This is an optimization exercise on Yosys and OpenROAD, whose aim is small area and a short achievable clock period, not a production implementation.
The RTL was checked by simulation tests, not by an equivalence proof against the original design.
Power figures rest on the tool's default switching activity, not on a simulated workload.

===== flow/design.v =====
module mul16(a, b, x, y);
input [15:0] a, b;
output [31:0] x, y;
wire pp0_0 = a[0] & b[0];
wire pp0_1 = a[0] & b[1];
wire pp0_2 = a[0] & b[2];
wire pp0_3 = a[0] & b[3];
wire pp0_4 = a[0] & b[4];
wire pp0_5 = a[0] & b[5];
wire pp0_6 = a[0] & b[6];
wire pp0_7 = a[0] & b[7];
wire pp0_8 = a[0] & b[8];
wire pp0_9 = a[0] & b[9];
wire pp0_10 = a[0] & b[10];
wire pp0_11 = a[0] & b[11];
wire pp0_12 = a[0] & b[12];
wire pp0_13 = a[0] & b[13];
wire pp0_14 = a[0] & b[14];
wire pp0_15 = a[0] & b[15];
wire pp1_0 = a[1] & b[0];
wire pp1_1 = a[1] & b[1];
wire pp1_2 = a[1] & b[2];
wire pp1_3 = a[1] & b[3];
wire pp1_4 = a[1] & b[4];
wire pp1_5 = a[1] & b[5];
wire pp1_6 = a[1] & b[6];
wire pp1_7 = a[1] & b[7];
wire pp1_8 = a[1] & b[8];
wire pp1_9 = a[1] & b[9];
wire pp1_10 = a[1] & b[10];
wire pp1_11 = a[1] & b[11];
wire pp1_12 = a[1] & b[12];
wire pp1_13 = a[1] & b[13];
wire pp1_14 = a[1] & b[14];
wire pp1_15 = a[1] & b[15];
wire pp2_0 = a[2] & b[0];
wire pp2_1 = a[2] & b[1];
wire pp2_2 = a[2] & b[2];
wire pp2_3 = a[2] & b[3];
wire pp2_4 = a[2] & b[4];
wire pp2_5 = a[2] & b[5];
wire pp2_6 = a[2] & b[6];
wire pp2_7 = a[2] & b[7];
wire pp2_8 = a[2] & b[8];
wire pp2_9 = a[2] & b[9];
wire pp2_10 = a[2] & b[10];
wire pp2_11 = a[2] & b[11];
wire pp2_12 = a[2] & b[12];
wire pp2_13 = a[2] & b[13];
wire pp2_14 = a[2] & b[14];
wire pp2_15 = a[2] & b[15];
wire pp3_0 = a[3] & b[0];
wire pp3_1 = a[3] & b[1];
wire pp3_2 = a[3] & b[2];
wire pp3_3 = a[3] & b[3];
wire pp3_4 = a[3] & b[4];
wire pp3_5 = a[3] & b[5];
wire pp3_6 = a[3] & b[6];
wire pp3_7 = a[3] & b[7];
wire pp3_8 = a[3] & b[8];
wire pp3_9 = a[3] & b[9];
wire pp3_10 = a[3] & b[10];
wire pp3_11 = a[3] & b[11];
wire pp3_12 = a[3] & b[12];
wire pp3_13 = a[3] & b[13];
wire pp3_14 = a[3] & b[14];
wire pp3_15 = a[3] & b[15];
wire pp4_0 = a[4] & b[0];
wire pp4_1 = a[4] & b[1];
wire pp4_2 = a[4] & b[2];
wire pp4_3 = a[4] & b[3];
wire pp4_4 = a[4] & b[4];
wire pp4_5 = a[4] & b[5];
wire pp4_6 = a[4] & b[6];
wire pp4_7 = a[4] & b[7];
wire pp4_8 = a[4] & b[8];
wire pp4_9 = a[4] & b[9];
wire pp4_10 = a[4] & b[10];
wire pp4_11 = a[4] & b[11];
wire pp4_12 = a[4] & b[12];
wire pp4_13 = a[4] & b[13];
wire pp4_14 = a[4] & b[14];
wire pp4_15 = a[4] & b[15];
wire pp5_0 = a[5] & b[0];
wire pp5_1 = a[5] & b[1];
wire pp5_2 = a[5] & b[2];
wire pp5_3 = a[5] & b[3];
wire pp5_4 = a[5] & b[4];
wire pp5_5 = a[5] & b[5];
wire pp5_6 = a[5] & b[6];
wire pp5_7 = a[5] & b[7];
wire pp5_8 = a[5] & b[8];
wire pp5_9 = a[5] & b[9];
wire pp5_10 = a[5] & b[10];
wire pp5_11 = a[5] & b[11];
wire pp5_12 = a[5] & b[12];
wire pp5_13 = a[5] & b[13];
wire pp5_14 = a[5] & b[14];
wire pp5_15 = a[5] & b[15];
wire pp6_0 = a[6] & b[0];
wire pp6_1 = a[6] & b[1];
wire pp6_2 = a[6] & b[2];
wire pp6_3 = a[6] & b[3];
wire pp6_4 = a[6] & b[4];
wire pp6_5 = a[6] & b[5];
wire pp6_6 = a[6] & b[6];
wire pp6_7 = a[6] & b[7];
wire pp6_8 = a[6] & b[8];
wire pp6_9 = a[6] & b[9];
wire pp6_10 = a[6] & b[10];
wire pp6_11 = a[6] & b[11];
wire pp6_12 = a[6] & b[12];
wire pp6_13 = a[6] & b[13];
wire pp6_14 = a[6] & b[14];
wire pp6_15 = a[6] & b[15];
wire pp7_0 = a[7] & b[0];
wire pp7_1 = a[7] & b[1];
wire pp7_2 = a[7] & b[2];
wire pp7_3 = a[7] & b[3];
wire pp7_4 = a[7] & b[4];
wire pp7_5 = a[7] & b[5];
wire pp7_6 = a[7] & b[6];
wire pp7_7 = a[7] & b[7];
wire pp7_8 = a[7] & b[8];
wire pp7_9 = a[7] & b[9];
wire pp7_10 = a[7] & b[10];
wire pp7_11 = a[7] & b[11];
wire pp7_12 = a[7] & b[12];
wire pp7_13 = a[7] & b[13];
wire pp7_14 = a[7] & b[14];
wire pp7_15 = a[7] & b[15];
wire pp8_0 = a[8] & b[0];
wire pp8_1 = a[8] & b[1];
wire pp8_2 = a[8] & b[2];
wire pp8_3 = a[8] & b[3];
wire pp8_4 = a[8] & b[4];
wire pp8_5 = a[8] & b[5];
wire pp8_6 = a[8] & b[6];
wire pp8_7 = a[8] & b[7];
wire pp8_8 = a[8] & b[8];
wire pp8_9 = a[8] & b[9];
wire pp8_10 = a[8] & b[10];
wire pp8_11 = a[8] & b[11];
wire pp8_12 = a[8] & b[12];
wire pp8_13 = a[8] & b[13];
wire pp8_14 = a[8] & b[14];
wire pp8_15 = a[8] & b[15];
wire pp9_0 = a[9] & b[0];
wire pp9_1 = a[9] & b[1];
wire pp9_2 = a[9] & b[2];
wire pp9_3 = a[9] & b[3];
wire pp9_4 = a[9] & b[4];
wire pp9_5 = a[9] & b[5];
wire pp9_6 = a[9] & b[6];
wire pp9_7 = a[9] & b[7];
wire pp9_8 = a[9] & b[8];
wire pp9_9 = a[9] & b[9];
wire pp9_10 = a[9] & b[10];
wire pp9_11 = a[9] & b[11];
wire pp9_12 = a[9] & b[12];
wire pp9_13 = a[9] & b[13];
wire pp9_14 = a[9] & b[14];
wire pp9_15 = a[9] & b[15];
wire pp10_0 = a[10] & b[0];
wire pp10_1 = a[10] & b[1];
wire pp10_2 = a[10] & b[2];
wire pp10_3 = a[10] & b[3];
wire pp10_4 = a[10] & b[4];
wire pp10_5 = a[10] & b[5];
wire pp10_6 = a[10] & b[6];
wire pp10_7 = a[10] & b[7];
wire pp10_8 = a[10] & b[8];
wire pp10_9 = a[10] & b[9];
wire pp10_10 = a[10] & b[10];
wire pp10_11 = a[10] & b[11];
wire pp10_12 = a[10] & b[12];
wire pp10_13 = a[10] & b[13];
wire pp10_14 = a[10] & b[14];
wire pp10_15 = a[10] & b[15];
wire pp11_0 = a[11] & b[0];
wire pp11_1 = a[11] & b[1];
wire pp11_2 = a[11] & b[2];
wire pp11_3 = a[11] & b[3];
wire pp11_4 = a[11] & b[4];
wire pp11_5 = a[11] & b[5];
wire pp11_6 = a[11] & b[6];
wire pp11_7 = a[11] & b[7];
wire pp11_8 = a[11] & b[8];
wire pp11_9 = a[11] & b[9];
wire pp11_10 = a[11] & b[10];
wire pp11_11 = a[11] & b[11];
wire pp11_12 = a[11] & b[12];
wire pp11_13 = a[11] & b[13];
wire pp11_14 = a[11] & b[14];
wire pp11_15 = a[11] & b[15];
wire pp12_0 = a[12] & b[0];
wire pp12_1 = a[12] & b[1];
wire pp12_2 = a[12] & b[2];
wire pp12_3 = a[12] & b[3];
wire pp12_4 = a[12] & b[4];
wire pp12_5 = a[12] & b[5];
wire pp12_6 = a[12] & b[6];
wire pp12_7 = a[12] & b[7];
wire pp12_8 = a[12] & b[8];
wire pp12_9 = a[12] & b[9];
wire pp12_10 = a[12] & b[10];
wire pp12_11 = a[12] & b[11];
wire pp12_12 = a[12] & b[12];
wire pp12_13 = a[12] & b[13];
wire pp12_14 = a[12] & b[14];
wire pp12_15 = a[12] & b[15];
wire pp13_0 = a[13] & b[0];
wire pp13_1 = a[13] & b[1];
wire pp13_2 = a[13] & b[2];
wire pp13_3 = a[13] & b[3];
wire pp13_4 = a[13] & b[4];
wire pp13_5 = a[13] & b[5];
wire pp13_6 = a[13] & b[6];
wire pp13_7 = a[13] & b[7];
wire pp13_8 = a[13] & b[8];
wire pp13_9 = a[13] & b[9];
wire pp13_10 = a[13] & b[10];
wire pp13_11 = a[13] & b[11];
wire pp13_12 = a[13] & b[12];
wire pp13_13 = a[13] & b[13];
wire pp13_14 = a[13] & b[14];
wire pp13_15 = a[13] & b[15];
wire pp14_0 = a[14] & b[0];
wire pp14_1 = a[14] & b[1];
wire pp14_2 = a[14] & b[2];
wire pp14_3 = a[14] & b[3];
wire pp14_4 = a[14] & b[4];
wire pp14_5 = a[14] & b[5];
wire pp14_6 = a[14] & b[6];
wire pp14_7 = a[14] & b[7];
wire pp14_8 = a[14] & b[8];
wire pp14_9 = a[14] & b[9];
wire pp14_10 = a[14] & b[10];
wire pp14_11 = a[14] & b[11];
wire pp14_12 = a[14] & b[12];
wire pp14_13 = a[14] & b[13];
wire pp14_14 = a[14] & b[14];
wire pp14_15 = a[14] & b[15];
wire pp15_0 = a[15] & b[0];
wire pp15_1 = a[15] & b[1];
wire pp15_2 = a[15] & b[2];
wire pp15_3 = a[15] & b[3];
wire pp15_4 = a[15] & b[4];
wire pp15_5 = a[15] & b[5];
wire pp15_6 = a[15] & b[6];
wire pp15_7 = a[15] & b[7];
wire pp15_8 = a[15] & b[8];
wire pp15_9 = a[15] & b[9];
wire pp15_10 = a[15] & b[10];
wire pp15_11 = a[15] & b[11];
wire pp15_12 = a[15] & b[12];
wire pp15_13 = a[15] & b[13];
wire pp15_14 = a[15] & b[14];
wire pp15_15 = a[15] & b[15];
wire s0 = pp0_13 ^ pp1_12;
wire c0 = pp0_13 & pp1_12;
wire s1 = pp0_14 ^ pp1_13 ^ pp2_12;
wire c1 = (pp0_14 & pp1_13) | (pp0_14 & pp2_12) | (pp1_13 & pp2_12);
wire s2 = pp3_11 ^ pp4_10;
wire c2 = pp3_11 & pp4_10;
wire s3 = pp0_15 ^ pp1_14 ^ pp2_13;
wire c3 = (pp0_15 & pp1_14) | (pp0_15 & pp2_13) | (pp1_14 & pp2_13);
wire s4 = pp3_12 ^ pp4_11 ^ pp5_10;
wire c4 = (pp3_12 & pp4_11) | (pp3_12 & pp5_10) | (pp4_11 & pp5_10);
wire s5 = pp6_9 ^ pp7_8;
wire c5 = pp6_9 & pp7_8;
wire s6 = pp1_15 ^ pp2_14 ^ pp3_13;
wire c6 = (pp1_15 & pp2_14) | (pp1_15 & pp3_13) | (pp2_14 & pp3_13);
wire s7 = pp4_12 ^ pp5_11 ^ pp6_10;
wire c7 = (pp4_12 & pp5_11) | (pp4_12 & pp6_10) | (pp5_11 & pp6_10);
wire s8 = pp7_9 ^ pp8_8;
wire c8 = pp7_9 & pp8_8;
wire s9 = pp2_15 ^ pp3_14 ^ pp4_13;
wire c9 = (pp2_15 & pp3_14) | (pp2_15 & pp4_13) | (pp3_14 & pp4_13);
wire s10 = pp5_12 ^ pp6_11 ^ pp7_10;
wire c10 = (pp5_12 & pp6_11) | (pp5_12 & pp7_10) | (pp6_11 & pp7_10);
wire s11 = pp3_15 ^ pp4_14 ^ pp5_13;
wire c11 = (pp3_15 & pp4_14) | (pp3_15 & pp5_13) | (pp4_14 & pp5_13);
wire s12 = pp0_9 ^ pp1_8;
wire c12 = pp0_9 & pp1_8;
wire s13 = pp0_10 ^ pp1_9 ^ pp2_8;
wire c13 = (pp0_10 & pp1_9) | (pp0_10 & pp2_8) | (pp1_9 & pp2_8);
wire s14 = pp3_7 ^ pp4_6;
wire c14 = pp3_7 & pp4_6;
wire s15 = pp0_11 ^ pp1_10 ^ pp2_9;
wire c15 = (pp0_11 & pp1_10) | (pp0_11 & pp2_9) | (pp1_10 & pp2_9);
wire s16 = pp3_8 ^ pp4_7 ^ pp5_6;
wire c16 = (pp3_8 & pp4_7) | (pp3_8 & pp5_6) | (pp4_7 & pp5_6);
wire s17 = pp6_5 ^ pp7_4;
wire c17 = pp6_5 & pp7_4;
wire s18 = pp0_12 ^ pp1_11 ^ pp2_10;
wire c18 = (pp0_12 & pp1_11) | (pp0_12 & pp2_10) | (pp1_11 & pp2_10);
wire s19 = pp3_9 ^ pp4_8 ^ pp5_7;
wire c19 = (pp3_9 & pp4_8) | (pp3_9 & pp5_7) | (pp4_8 & pp5_7);
wire s20 = pp6_6 ^ pp7_5 ^ pp8_4;
wire c20 = (pp6_6 & pp7_5) | (pp6_6 & pp8_4) | (pp7_5 & pp8_4);
wire s21 = pp9_3 ^ pp10_2;
wire c21 = pp9_3 & pp10_2;
wire s22 = pp2_11 ^ pp3_10 ^ pp4_9;
wire c22 = (pp2_11 & pp3_10) | (pp2_11 & pp4_9) | (pp3_10 & pp4_9);
wire s23 = pp5_8 ^ pp6_7 ^ pp7_6;
wire c23 = (pp5_8 & pp6_7) | (pp5_8 & pp7_6) | (pp6_7 & pp7_6);
wire s24 = pp8_5 ^ pp9_4 ^ pp10_3;
wire c24 = (pp8_5 & pp9_4) | (pp8_5 & pp10_3) | (pp9_4 & pp10_3);
wire s25 = pp11_2 ^ pp12_1 ^ pp13_0;
wire c25 = (pp11_2 & pp12_1) | (pp11_2 & pp13_0) | (pp12_1 & pp13_0);
wire s26 = pp5_9 ^ pp6_8 ^ pp7_7;
wire c26 = (pp5_9 & pp6_8) | (pp5_9 & pp7_7) | (pp6_8 & pp7_7);
wire s27 = pp8_6 ^ pp9_5 ^ pp10_4;
wire c27 = (pp8_6 & pp9_5) | (pp8_6 & pp10_4) | (pp9_5 & pp10_4);
wire s28 = pp11_3 ^ pp12_2 ^ pp13_1;
wire c28 = (pp11_3 & pp12_2) | (pp11_3 & pp13_1) | (pp12_2 & pp13_1);
wire s29 = pp14_0 ^ s1 ^ s2;
wire c29 = (pp14_0 & s1) | (pp14_0 & s2) | (s1 & s2);
wire s30 = pp8_7 ^ pp9_6 ^ pp10_5;
wire c30 = (pp8_7 & pp9_6) | (pp8_7 & pp10_5) | (pp9_6 & pp10_5);
wire s31 = pp11_4 ^ pp12_3 ^ pp13_2;
wire c31 = (pp11_4 & pp12_3) | (pp11_4 & pp13_2) | (pp12_3 & pp13_2);
wire s32 = pp14_1 ^ pp15_0 ^ s3;
wire c32 = (pp14_1 & pp15_0) | (pp14_1 & s3) | (pp15_0 & s3);
wire s33 = s4 ^ s5 ^ c1;
wire c33 = (s4 & s5) | (s4 & c1) | (s5 & c1);
wire s34 = pp9_7 ^ pp10_6 ^ pp11_5;
wire c34 = (pp9_7 & pp10_6) | (pp9_7 & pp11_5) | (pp10_6 & pp11_5);
wire s35 = pp12_4 ^ pp13_3 ^ pp14_2;
wire c35 = (pp12_4 & pp13_3) | (pp12_4 & pp14_2) | (pp13_3 & pp14_2);
wire s36 = pp15_1 ^ s6 ^ s7;
wire c36 = (pp15_1 & s6) | (pp15_1 & s7) | (s6 & s7);
wire s37 = s8 ^ c3 ^ c4;
wire c37 = (s8 & c3) | (s8 & c4) | (c3 & c4);
wire s38 = pp8_9 ^ pp9_8 ^ pp10_7;
wire c38 = (pp8_9 & pp9_8) | (pp8_9 & pp10_7) | (pp9_8 & pp10_7);
wire s39 = pp11_6 ^ pp12_5 ^ pp13_4;
wire c39 = (pp11_6 & pp12_5) | (pp11_6 & pp13_4) | (pp12_5 & pp13_4);
wire s40 = pp14_3 ^ pp15_2 ^ s9;
wire c40 = (pp14_3 & pp15_2) | (pp14_3 & s9) | (pp15_2 & s9);
wire s41 = s10 ^ c6 ^ c7;
wire c41 = (s10 & c6) | (s10 & c7) | (c6 & c7);
wire s42 = pp6_12 ^ pp7_11 ^ pp8_10;
wire c42 = (pp6_12 & pp7_11) | (pp6_12 & pp8_10) | (pp7_11 & pp8_10);
wire s43 = pp9_9 ^ pp10_8 ^ pp11_7;
wire c43 = (pp9_9 & pp10_8) | (pp9_9 & pp11_7) | (pp10_8 & pp11_7);
wire s44 = pp12_6 ^ pp13_5 ^ pp14_4;
wire c44 = (pp12_6 & pp13_5) | (pp12_6 & pp14_4) | (pp13_5 & pp14_4);
wire s45 = pp15_3 ^ s11 ^ c9;
wire c45 = (pp15_3 & s11) | (pp15_3 & c9) | (s11 & c9);
wire s46 = pp4_15 ^ pp5_14 ^ pp6_13;
wire c46 = (pp4_15 & pp5_14) | (pp4_15 & pp6_13) | (pp5_14 & pp6_13);
wire s47 = pp7_12 ^ pp8_11 ^ pp9_10;
wire c47 = (pp7_12 & pp8_11) | (pp7_12 & pp9_10) | (pp8_11 & pp9_10);
wire s48 = pp10_9 ^ pp11_8 ^ pp12_7;
wire c48 = (pp10_9 & pp11_8) | (pp10_9 & pp12_7) | (pp11_8 & pp12_7);
wire s49 = pp13_6 ^ pp14_5 ^ pp15_4;
wire c49 = (pp13_6 & pp14_5) | (pp13_6 & pp15_4) | (pp14_5 & pp15_4);
wire s50 = pp5_15 ^ pp6_14 ^ pp7_13;
wire c50 = (pp5_15 & pp6_14) | (pp5_15 & pp7_13) | (pp6_14 & pp7_13);
wire s51 = pp8_12 ^ pp9_11 ^ pp10_10;
wire c51 = (pp8_12 & pp9_11) | (pp8_12 & pp10_10) | (pp9_11 & pp10_10);
wire s52 = pp11_9 ^ pp12_8 ^ pp13_7;
wire c52 = (pp11_9 & pp12_8) | (pp11_9 & pp13_7) | (pp12_8 & pp13_7);
wire s53 = pp6_15 ^ pp7_14 ^ pp8_13;
wire c53 = (pp6_15 & pp7_14) | (pp6_15 & pp8_13) | (pp7_14 & pp8_13);
wire s54 = pp9_12 ^ pp10_11 ^ pp11_10;
wire c54 = (pp9_12 & pp10_11) | (pp9_12 & pp11_10) | (pp10_11 & pp11_10);
wire s55 = pp7_15 ^ pp8_14 ^ pp9_13;
wire c55 = (pp7_15 & pp8_14) | (pp7_15 & pp9_13) | (pp8_14 & pp9_13);
wire s56 = pp0_6 ^ pp1_5;
wire c56 = pp0_6 & pp1_5;
wire s57 = pp0_7 ^ pp1_6 ^ pp2_5;
wire c57 = (pp0_7 & pp1_6) | (pp0_7 & pp2_5) | (pp1_6 & pp2_5);
wire s58 = pp3_4 ^ pp4_3;
wire c58 = pp3_4 & pp4_3;
wire s59 = pp0_8 ^ pp1_7 ^ pp2_6;
wire c59 = (pp0_8 & pp1_7) | (pp0_8 & pp2_6) | (pp1_7 & pp2_6);
wire s60 = pp3_5 ^ pp4_4 ^ pp5_3;
wire c60 = (pp3_5 & pp4_4) | (pp3_5 & pp5_3) | (pp4_4 & pp5_3);
wire s61 = pp6_2 ^ pp7_1;
wire c61 = pp6_2 & pp7_1;
wire s62 = pp2_7 ^ pp3_6 ^ pp4_5;
wire c62 = (pp2_7 & pp3_6) | (pp2_7 & pp4_5) | (pp3_6 & pp4_5);
wire s63 = pp5_4 ^ pp6_3 ^ pp7_2;
wire c63 = (pp5_4 & pp6_3) | (pp5_4 & pp7_2) | (pp6_3 & pp7_2);
wire s64 = pp8_1 ^ pp9_0 ^ s12;
wire c64 = (pp8_1 & pp9_0) | (pp8_1 & s12) | (pp9_0 & s12);
wire s65 = pp5_5 ^ pp6_4 ^ pp7_3;
wire c65 = (pp5_5 & pp6_4) | (pp5_5 & pp7_3) | (pp6_4 & pp7_3);
wire s66 = pp8_2 ^ pp9_1 ^ pp10_0;
wire c66 = (pp8_2 & pp9_1) | (pp8_2 & pp10_0) | (pp9_1 & pp10_0);
wire s67 = s13 ^ s14 ^ c12;
wire c67 = (s13 & s14) | (s13 & c12) | (s14 & c12);
wire s68 = pp8_3 ^ pp9_2 ^ pp10_1;
wire c68 = (pp8_3 & pp9_2) | (pp8_3 & pp10_1) | (pp9_2 & pp10_1);
wire s69 = pp11_0 ^ s15 ^ s16;
wire c69 = (pp11_0 & s15) | (pp11_0 & s16) | (s15 & s16);
wire s70 = s17 ^ c13 ^ c14;
wire c70 = (s17 & c13) | (s17 & c14) | (c13 & c14);
wire s71 = pp11_1 ^ pp12_0 ^ s18;
wire c71 = (pp11_1 & pp12_0) | (pp11_1 & s18) | (pp12_0 & s18);
wire s72 = s19 ^ s20 ^ s21;
wire c72 = (s19 & s20) | (s19 & s21) | (s20 & s21);
wire s73 = c15 ^ c16 ^ c17;
wire c73 = (c15 & c16) | (c15 & c17) | (c16 & c17);
wire s74 = s0 ^ s22 ^ s23;
wire c74 = (s0 & s22) | (s0 & s23) | (s22 & s23);
wire s75 = s24 ^ s25 ^ c18;
wire c75 = (s24 & s25) | (s24 & c18) | (s25 & c18);
wire s76 = c19 ^ c20 ^ c21;
wire c76 = (c19 & c20) | (c19 & c21) | (c20 & c21);
wire s77 = c0 ^ s26 ^ s27;
wire c77 = (c0 & s26) | (c0 & s27) | (s26 & s27);
wire s78 = s28 ^ s29 ^ c22;
wire c78 = (s28 & s29) | (s28 & c22) | (s29 & c22);
wire s79 = c23 ^ c24 ^ c25;
wire c79 = (c23 & c24) | (c23 & c25) | (c24 & c25);
wire s80 = c2 ^ s30 ^ s31;
wire c80 = (c2 & s30) | (c2 & s31) | (s30 & s31);
wire s81 = s32 ^ s33 ^ c26;
wire c81 = (s32 & s33) | (s32 & c26) | (s33 & c26);
wire s82 = c27 ^ c28 ^ c29;
wire c82 = (c27 & c28) | (c27 & c29) | (c28 & c29);
wire s83 = c5 ^ s34 ^ s35;
wire c83 = (c5 & s34) | (c5 & s35) | (s34 & s35);
wire s84 = s36 ^ s37 ^ c30;
wire c84 = (s36 & s37) | (s36 & c30) | (s37 & c30);
wire s85 = c31 ^ c32 ^ c33;
wire c85 = (c31 & c32) | (c31 & c33) | (c32 & c33);
wire s86 = c8 ^ s38 ^ s39;
wire c86 = (c8 & s38) | (c8 & s39) | (s38 & s39);
wire s87 = s40 ^ s41 ^ c34;
wire c87 = (s40 & s41) | (s40 & c34) | (s41 & c34);
wire s88 = c35 ^ c36 ^ c37;
wire c88 = (c35 & c36) | (c35 & c37) | (c36 & c37);
wire s89 = c10 ^ s42 ^ s43;
wire c89 = (c10 & s42) | (c10 & s43) | (s42 & s43);
wire s90 = s44 ^ s45 ^ c38;
wire c90 = (s44 & s45) | (s44 & c38) | (s45 & c38);
wire s91 = c39 ^ c40 ^ c41;
wire c91 = (c39 & c40) | (c39 & c41) | (c40 & c41);
wire s92 = c11 ^ s46 ^ s47;
wire c92 = (c11 & s46) | (c11 & s47) | (s46 & s47);
wire s93 = s48 ^ s49 ^ c42;
wire c93 = (s48 & s49) | (s48 & c42) | (s49 & c42);
wire s94 = c43 ^ c44 ^ c45;
wire c94 = (c43 & c44) | (c43 & c45) | (c44 & c45);
wire s95 = pp14_6 ^ pp15_5 ^ s50;
wire c95 = (pp14_6 & pp15_5) | (pp14_6 & s50) | (pp15_5 & s50);
wire s96 = s51 ^ s52 ^ c46;
wire c96 = (s51 & s52) | (s51 & c46) | (s52 & c46);
wire s97 = c47 ^ c48 ^ c49;
wire c97 = (c47 & c48) | (c47 & c49) | (c48 & c49);
wire s98 = pp12_9 ^ pp13_8 ^ pp14_7;
wire c98 = (pp12_9 & pp13_8) | (pp12_9 & pp14_7) | (pp13_8 & pp14_7);
wire s99 = pp15_6 ^ s53 ^ s54;
wire c99 = (pp15_6 & s53) | (pp15_6 & s54) | (s53 & s54);
wire s100 = c50 ^ c51 ^ c52;
wire c100 = (c50 & c51) | (c50 & c52) | (c51 & c52);
wire s101 = pp10_12 ^ pp11_11 ^ pp12_10;
wire c101 = (pp10_12 & pp11_11) | (pp10_12 & pp12_10) | (pp11_11 & pp12_10);
wire s102 = pp13_9 ^ pp14_8 ^ pp15_7;
wire c102 = (pp13_9 & pp14_8) | (pp13_9 & pp15_7) | (pp14_8 & pp15_7);
wire s103 = s55 ^ c53 ^ c54;
wire c103 = (s55 & c53) | (s55 & c54) | (c53 & c54);
wire s104 = pp8_15 ^ pp9_14 ^ pp10_13;
wire c104 = (pp8_15 & pp9_14) | (pp8_15 & pp10_13) | (pp9_14 & pp10_13);
wire s105 = pp11_12 ^ pp12_11 ^ pp13_10;
wire c105 = (pp11_12 & pp12_11) | (pp11_12 & pp13_10) | (pp12_11 & pp13_10);
wire s106 = pp14_9 ^ pp15_8 ^ c55;
wire c106 = (pp14_9 & pp15_8) | (pp14_9 & c55) | (pp15_8 & c55);
wire s107 = pp9_15 ^ pp10_14 ^ pp11_13;
wire c107 = (pp9_15 & pp10_14) | (pp9_15 & pp11_13) | (pp10_14 & pp11_13);
wire s108 = pp12_12 ^ pp13_11 ^ pp14_10;
wire c108 = (pp12_12 & pp13_11) | (pp12_12 & pp14_10) | (pp13_11 & pp14_10);
wire s109 = pp10_15 ^ pp11_14 ^ pp12_13;
wire c109 = (pp10_15 & pp11_14) | (pp10_15 & pp12_13) | (pp11_14 & pp12_13);
wire s110 = pp0_4 ^ pp1_3;
wire c110 = pp0_4 & pp1_3;
wire s111 = pp0_5 ^ pp1_4 ^ pp2_3;
wire c111 = (pp0_5 & pp1_4) | (pp0_5 & pp2_3) | (pp1_4 & pp2_3);
wire s112 = pp3_2 ^ pp4_1;
wire c112 = pp3_2 & pp4_1;
wire s113 = pp2_4 ^ pp3_3 ^ pp4_2;
wire c113 = (pp2_4 & pp3_3) | (pp2_4 & pp4_2) | (pp3_3 & pp4_2);
wire s114 = pp5_1 ^ pp6_0 ^ s56;
wire c114 = (pp5_1 & pp6_0) | (pp5_1 & s56) | (pp6_0 & s56);
wire s115 = pp5_2 ^ pp6_1 ^ pp7_0;
wire c115 = (pp5_2 & pp6_1) | (pp5_2 & pp7_0) | (pp6_1 & pp7_0);
wire s116 = s57 ^ s58 ^ c56;
wire c116 = (s57 & s58) | (s57 & c56) | (s58 & c56);
wire s117 = pp8_0 ^ s59 ^ s60;
wire c117 = (pp8_0 & s59) | (pp8_0 & s60) | (s59 & s60);
wire s118 = s61 ^ c57 ^ c58;
wire c118 = (s61 & c57) | (s61 & c58) | (c57 & c58);
wire s119 = s62 ^ s63 ^ s64;
wire c119 = (s62 & s63) | (s62 & s64) | (s63 & s64);
wire s120 = c59 ^ c60 ^ c61;
wire c120 = (c59 & c60) | (c59 & c61) | (c60 & c61);
wire s121 = s65 ^ s66 ^ s67;
wire c121 = (s65 & s66) | (s65 & s67) | (s66 & s67);
wire s122 = c62 ^ c63 ^ c64;
wire c122 = (c62 & c63) | (c62 & c64) | (c63 & c64);
wire s123 = s68 ^ s69 ^ s70;
wire c123 = (s68 & s69) | (s68 & s70) | (s69 & s70);
wire s124 = c65 ^ c66 ^ c67;
wire c124 = (c65 & c66) | (c65 & c67) | (c66 & c67);
wire s125 = s71 ^ s72 ^ s73;
wire c125 = (s71 & s72) | (s71 & s73) | (s72 & s73);
wire s126 = c68 ^ c69 ^ c70;
wire c126 = (c68 & c69) | (c68 & c70) | (c69 & c70);
wire s127 = s74 ^ s75 ^ s76;
wire c127 = (s74 & s75) | (s74 & s76) | (s75 & s76);
wire s128 = c71 ^ c72 ^ c73;
wire c128 = (c71 & c72) | (c71 & c73) | (c72 & c73);
wire s129 = s77 ^ s78 ^ s79;
wire c129 = (s77 & s78) | (s77 & s79) | (s78 & s79);
wire s130 = c74 ^ c75 ^ c76;
wire c130 = (c74 & c75) | (c74 & c76) | (c75 & c76);
wire s131 = s80 ^ s81 ^ s82;
wire c131 = (s80 & s81) | (s80 & s82) | (s81 & s82);
wire s132 = c77 ^ c78 ^ c79;
wire c132 = (c77 & c78) | (c77 & c79) | (c78 & c79);
wire s133 = s83 ^ s84 ^ s85;
wire c133 = (s83 & s84) | (s83 & s85) | (s84 & s85);
wire s134 = c80 ^ c81 ^ c82;
wire c134 = (c80 & c81) | (c80 & c82) | (c81 & c82);
wire s135 = s86 ^ s87 ^ s88;
wire c135 = (s86 & s87) | (s86 & s88) | (s87 & s88);
wire s136 = c83 ^ c84 ^ c85;
wire c136 = (c83 & c84) | (c83 & c85) | (c84 & c85);
wire s137 = s89 ^ s90 ^ s91;
wire c137 = (s89 & s90) | (s89 & s91) | (s90 & s91);
wire s138 = c86 ^ c87 ^ c88;
wire c138 = (c86 & c87) | (c86 & c88) | (c87 & c88);
wire s139 = s92 ^ s93 ^ s94;
wire c139 = (s92 & s93) | (s92 & s94) | (s93 & s94);
wire s140 = c89 ^ c90 ^ c91;
wire c140 = (c89 & c90) | (c89 & c91) | (c90 & c91);
wire s141 = s95 ^ s96 ^ s97;
wire c141 = (s95 & s96) | (s95 & s97) | (s96 & s97);
wire s142 = c92 ^ c93 ^ c94;
wire c142 = (c92 & c93) | (c92 & c94) | (c93 & c94);
wire s143 = s98 ^ s99 ^ s100;
wire c143 = (s98 & s99) | (s98 & s100) | (s99 & s100);
wire s144 = c95 ^ c96 ^ c97;
wire c144 = (c95 & c96) | (c95 & c97) | (c96 & c97);
wire s145 = s101 ^ s102 ^ s103;
wire c145 = (s101 & s102) | (s101 & s103) | (s102 & s103);
wire s146 = c98 ^ c99 ^ c100;
wire c146 = (c98 & c99) | (c98 & c100) | (c99 & c100);
wire s147 = s104 ^ s105 ^ s106;
wire c147 = (s104 & s105) | (s104 & s106) | (s105 & s106);
wire s148 = c101 ^ c102 ^ c103;
wire c148 = (c101 & c102) | (c101 & c103) | (c102 & c103);
wire s149 = pp15_9 ^ s107 ^ s108;
wire c149 = (pp15_9 & s107) | (pp15_9 & s108) | (s107 & s108);
wire s150 = c104 ^ c105 ^ c106;
wire c150 = (c104 & c105) | (c104 & c106) | (c105 & c106);
wire s151 = pp13_12 ^ pp14_11 ^ pp15_10;
wire c151 = (pp13_12 & pp14_11) | (pp13_12 & pp15_10) | (pp14_11 & pp15_10);
wire s152 = s109 ^ c107 ^ c108;
wire c152 = (s109 & c107) | (s109 & c108) | (c107 & c108);
wire s153 = pp11_15 ^ pp12_14 ^ pp13_13;
wire c153 = (pp11_15 & pp12_14) | (pp11_15 & pp13_13) | (pp12_14 & pp13_13);
wire s154 = pp14_12 ^ pp15_11 ^ c109;
wire c154 = (pp14_12 & pp15_11) | (pp14_12 & c109) | (pp15_11 & c109);
wire s155 = pp12_15 ^ pp13_14 ^ pp14_13;
wire c155 = (pp12_15 & pp13_14) | (pp12_15 & pp14_13) | (pp13_14 & pp14_13);
wire s156 = pp0_3 ^ pp1_2;
wire c156 = pp0_3 & pp1_2;
wire s157 = pp2_2 ^ pp3_1 ^ pp4_0;
wire c157 = (pp2_2 & pp3_1) | (pp2_2 & pp4_0) | (pp3_1 & pp4_0);
wire s158 = pp5_0 ^ s111 ^ s112;
wire c158 = (pp5_0 & s111) | (pp5_0 & s112) | (s111 & s112);
wire s159 = s113 ^ s114 ^ c111;
wire c159 = (s113 & s114) | (s113 & c111) | (s114 & c111);
wire s160 = s115 ^ s116 ^ c113;
wire c160 = (s115 & s116) | (s115 & c113) | (s116 & c113);
wire s161 = s117 ^ s118 ^ c115;
wire c161 = (s117 & s118) | (s117 & c115) | (s118 & c115);
wire s162 = s119 ^ s120 ^ c117;
wire c162 = (s119 & s120) | (s119 & c117) | (s120 & c117);
wire s163 = s121 ^ s122 ^ c119;
wire c163 = (s121 & s122) | (s121 & c119) | (s122 & c119);
wire s164 = s123 ^ s124 ^ c121;
wire c164 = (s123 & s124) | (s123 & c121) | (s124 & c121);
wire s165 = s125 ^ s126 ^ c123;
wire c165 = (s125 & s126) | (s125 & c123) | (s126 & c123);
wire s166 = s127 ^ s128 ^ c125;
wire c166 = (s127 & s128) | (s127 & c125) | (s128 & c125);
wire s167 = s129 ^ s130 ^ c127;
wire c167 = (s129 & s130) | (s129 & c127) | (s130 & c127);
wire s168 = s131 ^ s132 ^ c129;
wire c168 = (s131 & s132) | (s131 & c129) | (s132 & c129);
wire s169 = s133 ^ s134 ^ c131;
wire c169 = (s133 & s134) | (s133 & c131) | (s134 & c131);
wire s170 = s135 ^ s136 ^ c133;
wire c170 = (s135 & s136) | (s135 & c133) | (s136 & c133);
wire s171 = s137 ^ s138 ^ c135;
wire c171 = (s137 & s138) | (s137 & c135) | (s138 & c135);
wire s172 = s139 ^ s140 ^ c137;
wire c172 = (s139 & s140) | (s139 & c137) | (s140 & c137);
wire s173 = s141 ^ s142 ^ c139;
wire c173 = (s141 & s142) | (s141 & c139) | (s142 & c139);
wire s174 = s143 ^ s144 ^ c141;
wire c174 = (s143 & s144) | (s143 & c141) | (s144 & c141);
wire s175 = s145 ^ s146 ^ c143;
wire c175 = (s145 & s146) | (s145 & c143) | (s146 & c143);
wire s176 = s147 ^ s148 ^ c145;
wire c176 = (s147 & s148) | (s147 & c145) | (s148 & c145);
wire s177 = s149 ^ s150 ^ c147;
wire c177 = (s149 & s150) | (s149 & c147) | (s150 & c147);
wire s178 = s151 ^ s152 ^ c149;
wire c178 = (s151 & s152) | (s151 & c149) | (s152 & c149);
wire s179 = s153 ^ s154 ^ c151;
wire c179 = (s153 & s154) | (s153 & c151) | (s154 & c151);
wire s180 = pp15_12 ^ s155 ^ c153;
wire c180 = (pp15_12 & s155) | (pp15_12 & c153) | (s155 & c153);
wire s181 = pp13_15 ^ pp14_14 ^ pp15_13;
wire c181 = (pp13_15 & pp14_14) | (pp13_15 & pp15_13) | (pp14_14 & pp15_13);
wire s182 = pp0_2 ^ pp1_1;
wire c182 = pp0_2 & pp1_1;
wire s183 = pp2_1 ^ pp3_0 ^ s156;
wire c183 = (pp2_1 & pp3_0) | (pp2_1 & s156) | (pp3_0 & s156);
wire s184 = s110 ^ s157 ^ c156;
wire c184 = (s110 & s157) | (s110 & c156) | (s157 & c156);
wire s185 = c110 ^ s158 ^ c157;
wire c185 = (c110 & s158) | (c110 & c157) | (s158 & c157);
wire s186 = c112 ^ s159 ^ c158;
wire c186 = (c112 & s159) | (c112 & c158) | (s159 & c158);
wire s187 = c114 ^ s160 ^ c159;
wire c187 = (c114 & s160) | (c114 & c159) | (s160 & c159);
wire s188 = c116 ^ s161 ^ c160;
wire c188 = (c116 & s161) | (c116 & c160) | (s161 & c160);
wire s189 = c118 ^ s162 ^ c161;
wire c189 = (c118 & s162) | (c118 & c161) | (s162 & c161);
wire s190 = c120 ^ s163 ^ c162;
wire c190 = (c120 & s163) | (c120 & c162) | (s163 & c162);
wire s191 = c122 ^ s164 ^ c163;
wire c191 = (c122 & s164) | (c122 & c163) | (s164 & c163);
wire s192 = c124 ^ s165 ^ c164;
wire c192 = (c124 & s165) | (c124 & c164) | (s165 & c164);
wire s193 = c126 ^ s166 ^ c165;
wire c193 = (c126 & s166) | (c126 & c165) | (s166 & c165);
wire s194 = c128 ^ s167 ^ c166;
wire c194 = (c128 & s167) | (c128 & c166) | (s167 & c166);
wire s195 = c130 ^ s168 ^ c167;
wire c195 = (c130 & s168) | (c130 & c167) | (s168 & c167);
wire s196 = c132 ^ s169 ^ c168;
wire c196 = (c132 & s169) | (c132 & c168) | (s169 & c168);
wire s197 = c134 ^ s170 ^ c169;
wire c197 = (c134 & s170) | (c134 & c169) | (s170 & c169);
wire s198 = c136 ^ s171 ^ c170;
wire c198 = (c136 & s171) | (c136 & c170) | (s171 & c170);
wire s199 = c138 ^ s172 ^ c171;
wire c199 = (c138 & s172) | (c138 & c171) | (s172 & c171);
wire s200 = c140 ^ s173 ^ c172;
wire c200 = (c140 & s173) | (c140 & c172) | (s173 & c172);
wire s201 = c142 ^ s174 ^ c173;
wire c201 = (c142 & s174) | (c142 & c173) | (s174 & c173);
wire s202 = c144 ^ s175 ^ c174;
wire c202 = (c144 & s175) | (c144 & c174) | (s175 & c174);
wire s203 = c146 ^ s176 ^ c175;
wire c203 = (c146 & s176) | (c146 & c175) | (s176 & c175);
wire s204 = c148 ^ s177 ^ c176;
wire c204 = (c148 & s177) | (c148 & c176) | (s177 & c176);
wire s205 = c150 ^ s178 ^ c177;
wire c205 = (c150 & s178) | (c150 & c177) | (s178 & c177);
wire s206 = c152 ^ s179 ^ c178;
wire c206 = (c152 & s179) | (c152 & c178) | (s179 & c178);
wire s207 = c154 ^ s180 ^ c179;
wire c207 = (c154 & s180) | (c154 & c179) | (s180 & c179);
wire s208 = c155 ^ s181 ^ c180;
wire c208 = (c155 & s181) | (c155 & c180) | (s181 & c180);
wire s209 = pp14_15 ^ pp15_14 ^ c181;
wire c209 = (pp14_15 & pp15_14) | (pp14_15 & c181) | (pp15_14 & c181);
assign x = {1'b0, pp15_15, s209, s208, s207, s206, s205, s204, s203, s202, s201, s200, s199, s198, s197, s196, s195, s194, s193, s192, s191, s190, s189, s188, s187, s186, s185, s184, s183, pp2_0, pp0_1, pp0_0};
assign y = {1'b0, c209, c208, c207, c206, c205, c204, c203, c202, c201, c200, c199, c198, c197, c196, c195, c194, c193, c192, c191, c190, c189, c188, c187, c186, c185, c184, c183, c182, s182, pp1_0, 1'b0};
endmodule
module processor(clock,reset,imem_addr,imem_data,wb_en,wb_addr,wb_data,flags);
input clock,reset;
output [7:0] imem_addr;
input [15:0] imem_data;
output wb_en;
output [2:0] wb_addr;
output [15:0] wb_data;
output [3:0] flags;
reg [7:0] pc;
reg [15:0] ir;
reg [3:0] fl;             
reg [15:0] rf [0:7];
reg [7:0] rv;
reg [15:0] dm [0:9];
reg [9:0] dv;
reg [14:0] hx, hy;       
reg hc;
reg [3:0] alo;            
reg ac4;                  
reg [15:0] lo;
reg hlv;
integer j;
reg [15:0] opa, opb;      
reg s_sum, s_shl, s_shr, s_or, s_and, s_mem, s_lo, s_hi;
wire [3:0] op = ir[3:0];
wire [2:0] rd = ir[6:4];
wire [2:0] f  = ir[15:13];
wire [5:0] c6 = ir[15:10];
wire [15:0] sx = {1'b0, {9{c6[5]}}, c6};
reg nm;                   
wire mulN;
wire fZ = fl[3], fN = nm ? mulN : fl[2], fC = fl[1], fV = fl[0];
wire [15:0] A = opa;
wire [15:0] B = opb;
wire [16:0] sum = {1'b0, A} + {1'b0, B};
wire [16:0] shl = {1'b0, A} << f;
reg [15:0] shr;
integer bi;
always @* for (bi = 0; bi < 16; bi = bi + 1) shr[bi] = shl[15 - bi];
wire addok = (op == 4'd0) & ((f == 3'd0) | ((f == 3'd1) & fN) | ((f == 3'd2) & fZ));
wire [16:0] res = ({17{s_sum}} & sum) | ({17{s_shl}} & shl) | ({17{s_shr}} & {1'b0, shr}) |
                  ({17{s_or}} & {1'b0, A | B}) | ({17{s_and}} & {1'b0, A & B});
wire ahi_p = (A[15:5] == 11'h7ff) | (A[15:5] == 11'h000);
wire ahi_n = A[15] & (A[14:6] == 9'h000);
wire a5ok = (A[5] ^ c6[5]) == (A[4] | c6[4]);
wire ahi0 = (c6[5] ? ahi_n : ahi_p) & a5ok & ~(A[4] ^ c6[4] ^ ac4);
wire [9:0] hit = {10{ahi0}} & (10'd1 << alo);
wire [9:0] msel = 10'd1 << alo;
reg [15:0] mword;
always @* begin
  mword = 16'd0;
  for (j = 0; j < 10; j = j + 1)
    mword = mword | ({16{msel[j] & dv[j]}} & dm[j]) | ({16{msel[j] & ~dv[j]}} & (16'h4000 | j));
end
wire [15:0] mdata = ahi0 ? mword : 16'd0;
wire [31:0] mx, my;
mul16 u_mul(.a(A), .b(B), .x(mx), .y(my));
wire [16:0] P = {1'b0, mx[15:0]} + {1'b0, my[15:0]};    
wire [16:0] hsum2 = {1'b0, hx, hc} + {1'b0, hy, hc};
wire mpz_d = &((mx[31:17] ^ my[31:17]) ~^ (mx[30:16] | my[30:16])) & ~(P[16] ^ mx[16] ^ my[16]);
reg mpz;
assign mulN = mpz & lo[15];
wire [15:0] wd = res[15:0] | ({16{s_mem}} & mdata) | ({16{s_lo & hlv}} & lo) |
                 ({16{s_hi & hlv}} & {1'b0, hsum2[16:2]});
wire we = addok | (op == 4'd1) | (op == 4'd2) | (op == 4'd3) | (op == 4'd4) |
          (op == 4'd5) | (op == 4'd6) | (op == 4'd7) | (op == 4'd11) | (op == 4'd12);
wire setfl = addok | (op == 4'd1) | (op == 4'd2) | (op == 4'd3) | (op == 4'd4) | (op == 4'd5);
wire st = (op == 4'd8);
wire mul = (op == 4'd10);
always @(posedge clock) begin
  if (we) rf[rd] <= wd;
  for (j = 0; j < 10; j = j + 1)
    if (st & hit[j]) dm[j] <= B;
  if (mul) begin
    hx <= mx[30:16];
    hy <= my[30:16];
    hc <= P[16];
    mpz <= mpz_d;
    lo <= P[15:0];
  end
end
always @(posedge clock, posedge reset) begin
  if (reset) begin
    rv <= 8'd0;
    dv <= 10'd0;
    hlv <= 1'b0;
  end else begin
    if (we) rv[rd] <= 1'b1;
    for (j = 0; j < 10; j = j + 1)
      if (st & hit[j]) dv[j] <= 1'b1;
    if (mul) hlv <= 1'b1;
  end
end
always @(posedge clock, posedge reset) begin
  if (reset) begin
    fl <= 4'd0;
    nm <= 1'b0;
  end else if (setfl) begin
    fl <= {res == 17'd0, res[16:15] == 2'b01, (op == 4'd0) & res[16], res[16]};
    nm <= 1'b0;
  end else if (mul) begin
    fl <= {(A == 16'd0) | (B == 16'd0), 3'b000};
    nm <= 1'b1;
  end
end
wire [3:0] nop = imem_data[3:0];
wire [2:0] nrs = imem_data[9:7];
wire [2:0] nrt = (nop == 4'd8) ? imem_data[6:4] : imem_data[12:10];
wire [5:0] nc6 = imem_data[15:10];
wire [15:0] nsx = {1'b0, {9{nc6[5]}}, nc6};
wire nimm = (nop == 4'd5) | (nop == 4'd6);
wire nli = (nop == 4'd6);
wire [7:0] sela = {8{~nli}} & rv & (8'd1 << nrs);
wire [7:0] selb = rv & (8'd1 << nrt);
reg [15:0] rA, rB;
always @* begin
  rA = 16'd0;
  rB = 16'd0;
  for (j = 0; j < 8; j = j + 1) begin
    rA = rA | ({16{sela[j]}} & rf[j]);
    rB = rB | ({16{selb[j]}} & rf[j]);
  end
end
wire fwa = we & (rd == nrs) & ~nli;
wire nsr = (nop == 4'd2);
wire [15:0] ra_in = fwa ? wd : rA;
reg [15:0] ra_rev;
always @* for (bi = 0; bi < 16; bi = bi + 1) ra_rev[bi] = ra_in[15 - bi];
wire fwb = we & (rd == nrt);
wire brc = (op == 4'd9) & (((f == 3'd1) & fN) | ((f == 3'd2) & fZ) | ((f == 3'd3) & fV) | ((f == 3'd4) & fC));
wire jmp = (op == 4'd9) & (f == 3'd0);
always @(posedge clock, posedge reset) begin
  if (reset) begin
    pc <= 8'd0;
    ir <= 16'd0;
    s_sum <= 1'b0;            
    s_shl <= 1'b0;
    s_shr <= 1'b0;
    s_or <= 1'b0;
    s_and <= 1'b0;
    s_mem <= 1'b0;
    s_lo <= 1'b0;
    s_hi <= 1'b0;
  end else begin
    ir <= imem_data;
    s_sum <= (nop == 4'd0) | (nop == 4'd5) | (nop == 4'd6);
    s_shl <= (nop == 4'd1);
    s_shr <= (nop == 4'd2);
    s_or <= (nop == 4'd3);
    s_and <= (nop == 4'd4);
    s_mem <= (nop == 4'd7);
    s_lo <= (nop == 4'd11);
    s_hi <= (nop == 4'd12);
    if (jmp) pc <= pc + ir[11:4];
    else if (brc) pc <= ir[11:4];
    else pc <= pc + 8'd1;
  end
end
always @(posedge clock) begin
  opa <= nsr ? ra_rev : ra_in;
  opb <= nimm ? nsx : fwb ? wd : rB;
  {ac4, alo} <= ra_in[3:0] + nsx[3:0];
end
assign imem_addr = pc;
assign wb_en = we;
assign wb_addr = rd;
assign wb_data = wd;
assign flags = {fZ, fN, fC, fV};
endmodule

===== flow/run.sh =====
#!/bin/bash
# synth_recipe.tcl (not shown) runs the flow's synth.tcl, then flattens the netlist and writes it again
# the make line also repeats each setting of config.mk as NAME=value (left out here)
make -C /OpenROAD-flow-scripts/flow DESIGN_CONFIG=/design/flow/config.mk WORK_HOME=/design/flow/orfs CLKGATE_MAP_FILE= SYNTH_SCRIPT=/design/flow/synth_recipe.tcl finish

===== flow/config.mk =====
export PLATFORM = sky130hd
export DESIGN_NAME = processor
export DESIGN_NICKNAME = processor
export VERILOG_FILES = /design/flow/design.v
export SDC_FILE = /design/flow/constraint.sdc
export NUM_CORES = 4
export LEC_CHECK = 0
export ABC_CLOCK_PERIOD_IN_PS = 5000
export CAP_MARGIN = 20
export CORE_MARGIN = 2
export CORE_UTILIZATION = 35
export CTS_BUF_LIST = sky130_fd_sc_hd__clkbuf_8
export CTS_CLUSTER_DIAMETER = 60
export CTS_CLUSTER_SIZE = 16
export GPL_TIMING_DRIVEN = 0
export SETUP_SLACK_MARGIN = 5
export SLEW_MARGIN = 20

===== flow/constraint.sdc =====
create_clock -name core_clock -period 11.0 [get_ports {clock}]
set_input_delay 2.2000 -clock core_clock [delete_from_list [all_inputs] [get_ports {clock}]]
set_output_delay 2.2000 -clock core_clock [all_outputs]
set_load 0.01 [all_outputs]

==> results of run 1 <==
## cell type report
type / count / share of cell area, %
multi-input combinational: 1590 / 44.64
clock inverter: 31 / 0.9022
clock buffer: 41 / 1.761
sequential: 428 / 38.37
inverter: 289 / 3.511
buffer: 138 / 2.820
antenna: 2 / 0.01562
tap: 1040 / 4.062
timing repair buffer: 142 / 3.925
## cell usage after synthesis, types with 37 or more instances
cell type	count	area, µm²
edfxtp_1	336	10090
inv_1	284	1066
nor2_1	247	927.1
fa_1	199	3984
nand2_1	142	533.0
ha_1	107	1339
clkbuf_1	105	394.1
a22oi_1	104	780.8
o21ai_0	86	430.4
dfrtp_1	55	1376
a221oi_1	50	437.9
a21oi_1	49	245.2
nand4_1	45	281.5
a22o_1	43	376.6
dfxtp_1	37	740.7
xnor2_1	37	324.1
## per-stage QoR
step	setup slack, ps	util, %	power, mW	area [µm²]	std cells
after floorplan	5666	-	4.908	27380	2445
after global placement	2591	37.66	6.211	29180	3534
after detailed placement	2932	38.16	6.306	29560	3559
after CTS	4949	41.08	7.733	31820	3690
after global routing	4908	41.36	8.362	32040	3701
final	5037	41.36	7.796	32040	3701
## worst paths after layout
path	from	endpoint	slack, ps	cells past startpoint
max reg2reg	opa[2]$_DFF_P_	mpz$_DFFE_PP_	5190	20
max in group asynchronous	reset	ir[14]$_DFF_PP0_	8780	3
max	opa[2]$_DFF_P_	wb_data[6]	5040	13
min in group asynchronous	reset	dv[9]$_DFFE_PP0P_	1720	2
min reg2reg	rv[3]$_DFFE_PP0P_	rv[3]$_DFFE_PP0P_	520	1
min	rv[3]$_DFFE_PP0P_	rv[3]$_DFFE_PP0P_	520	1
## registers in the layout, summed over array words and instances (netlist names), 8 cells and up
signal  cells
hy         15
pc          8
dm        160
opb        16
hx         15
rf        128
rv          8
dv         10
ir         15
lo         16
opa        16
## layout by cell type, fill, tap and decap left out, drive strengths merged, types with 32 or more instances in the layout
cell type	count
edfxtp	336
inv	302
nor2	247
fa	199
nand2	142
clkbuf	141
buf	134
ha	107
a22oi	104
o21ai	94
dfrtp	55
a221oi	50
a21oi	49
nand4	45
a22o	43
xnor2	37
dfxtp	37
clkdlybuf4s50	35
nor3	33
mux2i	32
## routing by layer
metal	up-vias	wire, µm
met1	10880	39910
met2	1241	45520
li1	9122	-
met5	-	27
met4	4	6503
met3	321	9087
## worst max-delay path, cell delays in order (launching register included)
cell and delay (ps):
dfxtp_4 400, clkbuf_8 200, clkinvlp_4 100, buf_4 190, ha_4 280, a211oi_1 370, or4b_2 220, a21oi_2 60
a21oi_1 180, nand3_2 110, a2111oi_2 390, buf_4 240, inv_4 70, clkdlybuf4s15_2 220
## kinds of logic after synthesis
group | count (synthesis) | synth area share (%)
adders and majority gates | 306 | 19.44
buffers and inverters | 427 | 6.054
AOI/OAI and AO/OA | 503 | 13.35
DFF | 428 | 44.58
xor gates and xnor gates | 67 | 2.143
muxes | 57 | 2.732
and+or+nand+nor | 657 | 11.71
## timing repair
action / CTS / global route
gates resized for setup: 290 / 52
setup buffers: 59 / 9
endpoints found under the setup margin: 22 / 17
pin swaps: 29 / 17
## report_power, final
part           internal, mW  total [mW]  switching (mW)
Combinational          1.79        4.51            2.71
Sequential             2.05        2.22           0.169
Clock                 0.429        1.07           0.642
==> flow_metrics.env, run 1 <==
export IMPL_status="complete, no violations"
export IMPL_ir_worst_vdd_uv=173.8
export IMPL_drive_gt1_share_pct=16.51
export IMPL_synth_nets=2769
export IMPL_met3_usage_pct=4.695
export IMPL_yosysWarnings=2
export IMPL_power_density_nw_per_um2=243.4
export IMPL_grt_util_all_layers_pct=24.74
export IMPL_ios=50
export IMPL_fillers=7341
export IMPL_path_class="flop to output port"
export IMPL_htreeDepth=2
export IMPL_via_per_inst=5.829
export IMPL_drt_first_pass_iters=9
export IMPL_cp_start_kind="flop"
export IMPL_slew_headroom_pct=27.46
export IMPL_leakage_nw=12.28
export IMPL_syn_area_per_cell_um2=11.20
export IMPL_grt_overflow_total=0
export IMPL_synth_seq_cells=428
export IMPL_maxSlewViolCount=0
export IMPL_clock_skew_ps=78.54
export IMPL_critPathArrivalTime_ps=3760
export IMPL_use_met2_pct=39.00
export IMPL_drc=0
export IMPL_tritoncts="done"
export IMPL_yosysSeqAreaShare_pct=44.58
export IMPL_clock_root_buffer="clkbuf_8"
export IMPL_min_period_ps=5964
export IMPL_holdWs_ps=521.3
export IMPL_synth_area_um2=27380
export IMPL_antenna_found_initial=6
export IMPL_tightest_slew_ps=1088
export IMPL_wl_per_cell_um=27.30
export IMPL_async_flop_share_pct=12.85
export IMPL_hp_class="flop to flop"
export IMPL_finalSetupViolCount=0
export IMPL_ctsLongestPathBuffers=3
export IMPL_maxCapViolCount=0
export IMPL_grt_max_degree=53
export IMPL_synth_top_flop_cell="edfxtp_1"
export IMPL_dr_total_vias=21570
export IMPL_clk_pin_slew_worst_paths_ps=100
export IMPL_fin_setup_tns_ps=0
export IMPL_gr_max_usage_layer="met2"
export IMPL_clock_sinks=428
export IMPL_finalHoldViolCount=0
export IMPL_clock_latency_ps=710
export IMPL_gp_congestion=0.9870
export IMPL_die_y_um=283.7
export IMPL_routed_wl_um=101000
export IMPL_core_area_um2=77470
export IMPL_nets=2953
export IMPL_die_area_um2=80490
export IMPL_grtUsageMet1_pct=32.22
export IMPL_max_freq_ghz=0.1677
export IMPL_synth_edf_count=336
export IMPL_critPathMaxFanout=10
export IMPL_start_util_pct=35.35
export IMPL_synth_cell_types=86
export IMPL_die_w_um=283.7
export IMPL_hpwl_um=72300
export IMPL_cp_required_ps=8800
export IMPL_antenna_left=0
export IMPL_drt_first_iter_violations=2638
export IMPL_rsz0062_at_grt="true"
export IMPL_multi_input_area_um2=14300
export IMPL_end_kind="output port"
export IMPL_rows=102
export IMPL_port_buffers=49
export IMPL_grt_pass1_vias=21910
export IMPL_numCtsBuffers=40
export IMPL_fin_crit_sh_pct=54.21
export IMPL_grt_first_pass_wirelength_um=147100
export IMPL_final_seq_area_um2=12290
export IMPL_netlist_instances=2445
export IMPL_ctsHoldBuffers=0
export IMPL_syn2layout_area_growth_pct=16.99
==> run 2: changes to the inputs <==
--- a/flow/config.mk
+++ b/flow/config.mk
@@ -13,5 +13,4 @@
 export CTS_CLUSTER_DIAMETER = 60
 export CTS_CLUSTER_SIZE = 16
-export GPL_TIMING_DRIVEN = 0
 export SETUP_SLACK_MARGIN = 5
 export SLEW_MARGIN = 20
==> run 2 against run 1 <==
  * Sequential share of layout area increased by 0.81 points
  * Worst hold slack got worse by 4.2 ps
  * Global-route usage decreased by 0.96 points
  * Non-clock buffer count decreased by 95
  * Critical endpoint is now wb_data[3]
  * Sequential power increased by 2%
  * Clock power about the same
  * Routed wire length decreased by 4.2%
  * Critical path type unchanged
  * Setup slack got worse by 45 ps
  * Critical path depth decreased by 3
  * Still clean
==> flow_metrics.env, run 2 <==
export IMPL_htreeDepth=2
export IMPL_numCtsBuffers=39
export IMPL_core_area_um2=77470
export IMPL_clock_skew_ps=50.16
export IMPL_routed_wl_um=96800
export IMPL_rows=102
export IMPL_nets=2857
export IMPL_drive_gt1_share_pct=15.68
export IMPL_fin_crit_sh_pct=54.62
export IMPL_drt_first_pass_iters=6
export IMPL_largest_reg_flops=160
export IMPL_critPathMaxFanout=18
export IMPL_top_register="dm"
export IMPL_hpwl_um=67210
export IMPL_reg2reg_to="mpz$_DFFE_PP_"
export IMPL_clock_latency_ps=680
export IMPL_ctsLongestPathBuffers=3
export IMPL_final_cell_mix="336 x edfxtp_1, 267 x inv_1, 241 x nor2_1"
export IMPL_grt_first_pass_wirelength_um=142600
export IMPL_min_period_ps=6008
export IMPL_status="complete, no violations"
export IMPL_yosysSeqAreaShare_pct=44.58
export IMPL_die_y_um=283.7
export IMPL_antenna_left=0
export IMPL_clock_sinks=428
export IMPL_power_density_nw_per_um2=237.7
export IMPL_port_buffers=49
export IMPL_ctsHoldBuffers=0
export IMPL_antenna_found_initial=1
export IMPL_finalHoldViolCount=0
export IMPL_maxSlewViolCount=0
export IMPL_tightest_slew_ps=1224
export IMPL_path_class="flop to output port"
export IMPL_maxCapViolCount=0
export IMPL_drc=0
export IMPL_dpl_cell_area_um2=29100
export IMPL_synth_edf_count=336
export IMPL_die_w_um=283.7
export IMPL_finalSetupViolCount=0
export IMPL_crit_path_cell_trace="buf_8 > clkinvlp_4 > ha_1 > a211oi_2 > o31ai_1 > o221ai_1 > a221oi_4 > o21ai_1 > buf_4 > clkdlybuf4s50_1"
export IMPL_synth_area_leaders="edfxtp_1 37%, fa_1 15%, dfrtp_1 5.0%"
export IMPL_leakage_nw=11.92
export IMPL_start_util_pct=35.35
export IMPL_drt_first_iter_violations=2301
export IMPL_hp_class="flop to flop"
export IMPL_ff2ff_setup_slack_ps=5160
export IMPL_synth_nets=2769
export IMPL_worstSetupEndpoint="wb_data[3]"
export IMPL_total_power_mw=7.465
export IMPL_wl_per_cell_um=26.86
export IMPL_met3_usage_pct=4.518
export IMPL_crit_path_top_delay_cell="clkdlybuf4s50_1"
export IMPL_r2r_cells=19
export IMPL_ios=50
export IMPL_critical_path_max_stage_delay_ps=490
export IMPL_cp_required_ps=8800
export IMPL_end_kind="output port"
export IMPL_grt_max_degree=56
export IMPL_dr_total_vias=20770
export IMPL_cp_start_kind="flop"
export IMPL_synth_seq_cells=428
export IMPL_syn_area_per_cell_um2=11.20
export IMPL_synthTopCellsByCount="336 x edfxtp_1, 284 x inv_1, 247 x nor2_1, 199 x fa_1, 142 x nand2_1"
export IMPL_finalInstanceArea_um2=31410
export IMPL_netlist_instances=2445
export IMPL_grt_pass1_vias=21030
export IMPL_worstSetupStartpoint="opb[1]$_DFF_P_"
export IMPL_synth_cell_types=86
export IMPL_syn2layout_area_growth_pct=14.69
export IMPL_gr_max_usage_layer="met2"
export IMPL_use_met2_pct=36.82
export IMPL_synth_area_um2=27380
export IMPL_die_area_um2=80490
export IMPL_critPathArrivalTime_ps=3810
export IMPL_rsz0062_at_grt="true"
export IMPL_max_freq_ghz=0.1664
export IMPL_synth_top_area_cell="edfxtp_1"
export IMPL_tritoncts="done"
export IMPL_yosys_area_top_type_share_pct=36.85
export IMPL_synth_top_flop_cell="edfxtp_1"
export IMPL_async_flop_share_pct=12.85
export IMPL_slew_headroom_pct=18.39
export IMPL_path_delay_family="compound AO/OA/AOI/OAI gates"
export IMPL_via_per_inst=5.763
export IMPL_cp_depth=10
export IMPL_yosysWarnings=2
export IMPL_grt_overflow_total=0
export IMPL_grt_util_all_layers_pct=23.78
export IMPL_worst_path_buf_inv=4
export IMPL_mostFrequentLayoutCell="edfxtp_1"
export IMPL_ir_worst_vdd_uv=248.8
export IMPL_clock_root_buffer="clkbuf_8"
export IMPL_r2r_start="opb[14]$_DFF_P_"
export IMPL_clk_pin_slew_worst_paths_ps=100
export IMPL_gp_congestion=1.035
export IMPL_grtUsageMet1_pct=32.57
export IMPL_yosysMostFrequentCell="edfxtp_1"
export IMPL_fin_setup_tns_ps=0
export IMPL_top_regs="dm: 160 flops, rf: 128 flops"
export IMPL_fillers=7414
## run 2: power breakdown
part / leakage [nW] / internal [mW] / switching (mW)
sequential: 4.07 / 2.05 / 0.216
clock: 0.470 / 0.418 / 0.625
combinational: 7.37 / 1.71 / 2.45
## run 2: how the worst min path moves through the flow
stage	from	end	slack, ps	depth (start not counted)
after CTS	fl[2]$_DFFE_PP0P_	fl[2]$_DFFE_PP0P_	510	2
after global placement	dv[4]$_DFFE_PP0P_	dv[4]$_DFFE_PP0P_	490	1
after global routing	dv[4]$_DFFE_PP0P_	dv[4]$_DFFE_PP0P_	540	1
after floorplan	rv[6]$_DFFE_PP0P_	rv[6]$_DFFE_PP0P_	450	1
after detailed placement	fl[2]$_DFFE_PP0P_	fl[2]$_DFFE_PP0P_	490	2
final	fl[2]$_DFFE_PP0P_	fl[2]$_DFFE_PP0P_	520	2
## run 2: cell families after synthesis
group                    count (synthesis)  share of synthesized area (%)
XOR/XNOR                                67                          2.143
adder cells (fa/ha/maj)                306                          19.44
buffers and inverters                  427                          6.054
multiplexers                            57                          2.732
AO/OA/AOI/OAI                          503                          13.35
AND/OR/NAND/NOR                        657                          11.71
flip-flops                             428                          44.58
## run 2: area by class of cell
cell class | instances | area [µm²] | share of cell area (%)
Multi-Input combinational cell | 1590 | 14120 | 44.96
Inverter | 289 | 1209 | 3.848
Clock inverter | 30 | 266.5 | 0.8485
Tap cell | 1040 | 1301 | 4.143
Sequential cell | 428 | 12310 | 39.18
Timing Repair Buffer | 185 | 1638 | 5.215
Clock buffer | 41 | 564.3 | 1.797
Antenna cell | 1 | 2.502 | 0.007967
## run 2: per-layer routing
layer | routed length, µm | vias to the layer above
li1 | - | 8920
met1 | 40000 | 10570
met2 | 43220 | 1059
met3 | 8989 | 220
met4 | 4591 | 0
met5 | 0 | -
## run 2: repair_timing
item,4_1_cts,5_1_grt
gates resized for setup,184,47
setup buffers,62,19
setup endpoints to repair,20,11
cloned,1,0
pin swaps,18,13
## run 2: through the flow
step / utilization, % / hold WS, ps / worst slack [ps] / cells
2_1_floorplan: - / 448.4 / 5666 / 2445
3_3_place_gp: 37.55 / 485.6 / 4013 / 3449
3_5_place_dp: 37.57 / 492.6 / 3814 / 3450
4_1_cts: 40.13 / 513.8 / 4941 / 3584
5_1_grt: 40.54 / 538.9 / 4908 / 3604
6_report: 40.54 / 517.1 / 4992 / 3604
## run 2: tightest hold or removal path, delay by kind of cell, from the launching register on
kind	cells	cell delay, ps
AO/OA/AOI/OAI	1	70
flip-flops	1	360
AND/OR/NAND/NOR	1	60

## separate check: timing with driven ports
The flow's constraints put no driver on any port. The routed layouts listed below were extracted and timed again, unchanged, in two steps.
Step 1: set_driving_cell puts a clkbuf_16 on clock and a buf_2 on each other input, an assumption about the parent block.
Step 2 also shifts input and output timing later by t, the mid clock arrival at the registers, as if the neighbouring blocks saw the same clock.
a / b / c = no drivers / after step 1 / after step 2; a / b = the first two.
run	shift t [ns]	setup slack, ns	clock arrival spread, ns
run 1	0.738	5.036 / 4.972 / 4.364	0.078 / 0.079
run 2	0.718	4.992 / 4.929 / 4.580	0.052 / 0.052
After both steps every run listed still meets setup and hold. The setup slack of run 1, which loses most, moves by -0.064 ns with the drivers and by -0.672 ns with both steps.
